This is an optimization exercise on Yosys and OpenROAD, whose aim is small area, not a production implementation.
Function was checked by simulation only, so behaviour that the tests miss may differ from the original.
Power is estimated from default activity; no workload was simulated.

==> wip/zinc: inputs <==
Design ProcessingElement, start of the top module:
module ProcessingElement (
	input         			clock,
	input         			reset,
	output        			psum_in_ready,
	input         			psum_in_valid,
	input 	signed 	[20:0] 	psum_in,
	input         			psum_out_ready,
	output        			psum_out_valid,
	output 	signed 	[20:0] 	psum_out,
	input         			iact_address_in_valid,
	input  			[7:0]  	iact_address_in,
	input  			       	iact_data_in_valid,
	input  			[12:0] 	iact_data_in,
	input  			       	weight_address_in_valid,
	input  			[6:0]  	weight_address_in,
	input  			       	weight_data_in_valid,
	input  			[11:0] 	weight_data_in,
	output 			       	iact_address_write_fin,
	output 			       	iact_data_write_fin,
	output 			       	psum_add_fin,
	input  			       	psum_enq_en,
	input  			       	do_load_en,
	output 			       	cal_fin,
	input					iact_write_fin_clear,
	input					weight_write_fin_clear,
	output 					all_write_fin,
	input			[4:0]	PSUM_DEPTH,
	input					psum_spad_clear
);
clock: 12.0 ns
lec_check: 0
cap_margin: 30
cell_pad_in_sites_detail_placement: 1
cell_pad_in_sites_global_placement: 2
core_margin: 2
core_utilization: 25
cts_cluster_diameter: 60
cts_cluster_size: 30
place_density: 0.35
slew_margin: 30
standard.sh (not shown) runs the stock make flow with config.mk's settings and CLKGATE_MAP_FILE= SYNTH_SCRIPT=/design/flow/synth_recipe.tcl, a recipe that flattens the netlist after the stock synthesis.
==> flow/flow/run.sh <==
#!/bin/bash
set -euo pipefail
export CTS_ARGS="-sink_clustering_enable -repair_clock_nets -sink_clustering_size 30 -sink_clustering_max_diameter 60 -dont_use_dummy_load"
bash standard.sh > standard_flow.log 2>&1
==> inputs of wip/delta, as changes to wip/zinc <==
--- a/flow/design.v
+++ b/flow/design.v
@@ -85,113 +85,84 @@
 	else case (ctrl_state)
 		2'd0    : ctrl_state <= do_load_en    ? 2'd1 : 2'd0;
 		2'd1    : ctrl_state <= all_write_fin ? 2'd2 : 2'd1;
 		2'd2    : ctrl_state <= core_cal_fin  ? 2'd0 : 2'd2;
 		default : ctrl_state <= 2'd0;
 	endcase
 end
-reg [7:0] fa_mem [0:6];
+reg [7:0] fa_mem [0:7];
 reg [2:0] fa_wa, fa_ra;
 wire      fa_idx_inc;
-reg [7:0] fa_out;
-integer fi;
-always @(*) begin
-	fa_out = 8'd0;
-	for (fi = 0; fi < 7; fi = fi + 1)
-		fa_out = fa_out | ({8{fa_ra == fi}} & fa_mem[fi]);
-end
+wire [7:0] fa_out = fa_mem[fa_ra];
 genvar ga;
 generate
-	for (ga = 0; ga < 7; ga = ga + 1) begin : g_fa
+	for (ga = 0; ga < 8; ga = ga + 1) begin : g_fa
 		always @(posedge clock) begin
 			if (reset | (fa_shake & (fa_wa == ga)))
 				fa_mem[ga] <= reset ? 8'd0 : iact_address_in;
 		end
 	end
 endgenerate
 always @(posedge clock) begin
 	if (reset) fa_wa <= 3'd0;
 	else if (fa_shake) fa_wa <= fa_wfin ? 3'd0 : fa_wa + 3'd1;
 end
 always @(posedge clock) begin
 	if (reset) fa_ra <= 3'd0;
 	else if (fa_idx_inc) fa_ra <= (fa_out == 8'd0) ? 3'd0 : fa_ra + 3'd1;
 end
-reg  [12:0] fd_mem [0:197];		 
+reg  [12:0] fd_mem [0:198];
 reg  [12:0] fd_douta;
 reg  [7:0]  fd_wa, fd_ra;
 wire        fd_idx_inc;
 wire [12:0] fd_out   = fd_shake ? 13'd0 : fd_douta;
 wire        fd_rfin  = (fd_out == 13'd0) & fd_idx_inc;
 wire [7:0]  fd_nra   = fd_idx_inc ? (fd_rfin ? 8'd0 : fd_ra + 8'd1) : fd_ra;
-reg  [12:0] fd_rdata;
-integer di;
-always @(*) begin
-	fd_rdata = 13'd0;
-	for (di = 0; di < 198; di = di + 1)
-		fd_rdata = fd_rdata | ({13{fd_nra == di}} & fd_mem[di]);
-end
+wire [12:0] fd_rdata = (fd_nra > 8'd198) ? 13'd0 : fd_mem[fd_nra];
 always @(posedge clock) begin
-	if (fd_shake & (fd_wa != 8'd198)) fd_mem[fd_wa] <= iact_data_in;
+	if (fd_shake) fd_mem[fd_wa] <= iact_data_in;
 end
 always @(posedge clock) begin
 	if (reset) fd_douta <= 13'd0;
 	else if (fd_shake) fd_douta <= iact_data_in;
 	else fd_douta <= fd_rdata;
 end
 always @(posedge clock) begin
 	if (reset) fd_wa <= 8'd0;
 	else if (fd_shake) fd_wa <= fd_wfin ? 8'd0 : fd_wa + 8'd1;
 end
 always @(posedge clock) begin
 	if (reset) fd_ra <= 8'd0;
 	else fd_ra <= fd_nra;
 end
-reg [6:0] la_mem [0:23];
-reg       la_e24;					 
+reg [6:0] la_mem [0:24];
 reg [4:0] la_wa, la_ra;
-reg [6:0] la_out;
-integer li;
-always @(*) begin
-	la_out = ((la_ra == 5'd24) & la_e24) | (la_ra > 5'd24) ? 7'd127 : 7'd0;
-	for (li = 0; li < 24; li = li + 1)
-		la_out = la_out | ({7{la_ra == li}} & la_mem[li]);
-end
-always @(posedge clock) begin
-	if (reset) la_e24 <= 1'b1;
-	else if (la_shake & (la_wa == 5'd24)) la_e24 <= 1'b0;
-end
+wire [6:0] la_out = (la_ra > 5'd24) ? 7'd127 : la_mem[la_ra];
 genvar gl;
 generate
-	for (gl = 0; gl < 24; gl = gl + 1) begin : g_la
+	for (gl = 0; gl < 25; gl = gl + 1) begin : g_la
 		always @(posedge clock) begin
 			if (reset | (la_shake & (la_wa == gl)))
 				la_mem[gl] <= reset ? 7'd127 : weight_address_in;
 		end
 	end
 endgenerate
 always @(posedge clock) begin
 	if (reset) la_wa <= 5'd0;
 	else if (la_shake) la_wa <= la_wfin ? 5'd0 : la_wa + 5'd1;
 end
-reg  [9:0] ld_mem [0:99];			 
+reg  [9:0] ld_mem [0:100];
 reg  [9:0] ld_douta;
 reg  [6:0] ld_wa, ld_ra, ld_col;
 wire [9:0] ld_din   = {weight_data_in[3] ? 8'd0 : weight_data_in[11:4], weight_data_in[1:0]};
 wire       ld_read_en;
 wire [6:0] ld_nra   = ld_read_en ? ld_col : ld_ra;
-reg  [9:0] ld_rdata;
-integer wi;
-always @(*) begin
-	ld_rdata = 10'd0;
-	for (wi = 0; wi < 100; wi = wi + 1)
-		ld_rdata = ld_rdata | ({10{ld_nra == wi}} & ld_mem[wi]);
-end
+wire [9:0] ld_rdata = (ld_nra > 7'd100) ? 10'd0 : ld_mem[ld_nra];
 always @(posedge clock) begin
-	if (ld_shake & (ld_wa != 7'd100)) ld_mem[ld_wa] <= ld_din;
+	if (ld_shake) ld_mem[ld_wa] <= ld_din;
 end
 always @(posedge clock) begin
 	if (reset) ld_douta <= 10'd0;
 	else if (ld_shake) ld_douta <= ld_din;
 	else ld_douta <= ld_rdata;
 end
 always @(posedge clock) begin
@@ -298,17 +269,16 @@
 reg         pclr;
 reg  [4:0]  pclr_cnt;
 wire        p_rst   = reset | psum_spad_clear;
 wire signed [7:0]  mul_a = ld_val;
 wire signed [7:0]  mul_b = former_val;
 wire signed [15:0] product_w = mul_a * mul_b;
 wire signed [20:0] psum_load_w = p_wr_reg ? p_dout_reg : p_doutb;
-wire [20:0] acc_a = psum_load_state ? psum_load_w : psum_load_reg;
-wire [20:0] acc_b = psum_load_state ? psum_in : {{5{product_reg[15]}}, product_reg};
-wire signed [20:0] acc = acc_a + acc_b;
+wire signed [20:0] acc = psum_load_state ? (psum_load_w + psum_in)
+										 : (psum_load_reg + {{5{product_reg[15]}}, product_reg});
 assign psum_out = acc;
 wire [4:0] psum_write_idx = later_row + (former_matrix_col_reg - 4'd1) * 5'd4;
 reg  [4:0] next_psum_read_idx;
 always @(*) begin
 	if (st_rld2)          next_psum_read_idx = psum_write_idx;
 	else if (p_read_fin)  next_psum_read_idx = 5'd0;
 	else if (rd_idx_inc)  next_psum_read_idx = psum_read_idx_reg + 5'd1;
@@ -317,29 +287,22 @@
 wire        p_wen = st_wb & ~(st_do_mac | rd_valid);
 wire        p_wr  = p_wen | pclr;
 wire [4:0]  p_wa  = pclr ? pclr_cnt : psum_write_idx;
 wire [20:0] p_wd  = pclr ? 21'd0 : acc;
 always @(posedge clock) begin
 	if (p_wr) pm[p_wa] <= p_wd;
 end
-reg [20:0] p_rdata;
-integer pi;
-always @(*) begin
-	p_rdata = 21'd0;
-	for (pi = 0; pi < 32; pi = pi + 1)
-		p_rdata = p_rdata | ({21{next_psum_read_idx == pi}} & pm[pi]);
-end
 always @(posedge clock) begin
 	if (p_rst) begin
 		p_doutb    <= 21'd0;
 		p_dout_reg <= 21'd0;
 		p_wr_reg   <= 1'b0;
 	end
 	else begin
-		p_doutb    <= p_rdata;
+		p_doutb    <= pm[next_psum_read_idx];
 		p_dout_reg <= p_doutb;
 		p_wr_reg   <= p_wr;
 	end
 end
 always @(posedge clock) begin
 	if (p_rst) pclr <= 1'b1;
 	else if (pclr_cnt == 5'd31) pclr <= 1'b0;
==> flow/run.sh (new file) <==
#!/bin/bash
# synth_recipe.tcl (not shown) runs the flow's synth.tcl, then flattens the netlist and writes it again
# the make line also repeats each setting of config.mk as NAME=value (left out here)
make -C /OpenROAD-flow-scripts/flow DESIGN_CONFIG=/design/flow/config.mk WORK_HOME=/design/flow/orfs CLKGATE_MAP_FILE= SYNTH_SCRIPT=/design/flow/synth_recipe.tcl finish
==> flow/config.mk (replaced) <==
export PLATFORM = sky130hd
export DESIGN_NAME = ProcessingElement
export DESIGN_NICKNAME = ProcessingElement
export VERILOG_FILES = /design/flow/design.v
export SDC_FILE = /design/flow/constraint.sdc
export NUM_CORES = 4
export LEC_CHECK = 0
export CAP_MARGIN = 20
export CELL_PAD_IN_SITES_DETAIL_PLACEMENT = 1
export CELL_PAD_IN_SITES_GLOBAL_PLACEMENT = 2
export CORE_MARGIN = 2
export CORE_UTILIZATION = 25
export PLACE_DENSITY = 0.35
export SLEW_MARGIN = 20
removed: flow/flow/run.sh
removed: flow/standard.sh
==> qor summary <==
item	wip/delta	wip/zinc
Reported clock group power	0.0177 W	0.0146 W
Signal arrival time at the worst endpoint	10.67 ns	7.85 ns
Synthesis-stage register bit count	4696	4659
Total area of multi-input combinational cells	0.04902 mm2	0.04193 mm2
Setup clock skew after layout	0.05067 ns	0.1566 ns
Hold_ws	0.4473 ns	0.4431 ns
Maximum operating frequency	103.6 MHz	97.53 MHz
Power after layout	0.03677 W	0.03365 W
Vias	121500	133700
Portion of total power attributed to combinational logic	2.9%	3.3%
Pin count of the biggest net entering global routing	130	117
Number of flops mapped to enable cells by yosys	4508	4470
Non-clock inverter total of the final layout	130	124
Outcome	finished clean	finished clean
Number of multi-input logic gates	8123	5278
Net load switching power	0.008192 W	0.007549 W
Reg-to-reg setup timing slack	2.35 ns	2.18 ns
Area of the die	0.7724 mm2	0.7170 mm2
Total power divided by cell area	161.4 mW/mm2	154.8 mW/mm2
Global routing usage on met3	1.980%	10.16%
Comb pwr	0.00105 W	0.00110 W
Post-Synthesis Cell Area	0.1913 mm2	0.1776 mm2
Number of nets at the end of the flow	14630	12130
Critical path buffer and inverter count	5	2
Compound-gate portion of the synthesized area	6.906%	11.64%

[static timing again, ports no longer ideal]
How much do the figures lean on ideal ports? The routed layouts below were timed once more, with nothing changed but the port constraints.
Step 1 assumes that a clkbuf_16 drives the clock port and a buf_2 every other input.
Step 2 moves the port delays by t, midway between the first and last clock arrival at a register: inputs arrive t later, outputs are due t later. That takes back most of the time a late clock gives input paths.
Slacks: ideal ports / drivers / drivers and shift; pairs: ideal ports / drivers.
| run | shift t [ns] | slack for setup (ns) | worst setup path at the end |
|---|---|---|---|
| wip/zinc | 1.218 | 1.746 / 1.708 / 0.753 | input to register |
| wip/delta | 1.214 | 2.351 / 2.351 / 1.831 | input to register |
After both steps setup and hold are still met in every run listed. The setup slack of wip/zinc, which loses most, moves by -0.038 ns with the drivers and by -0.993 ns with both steps.
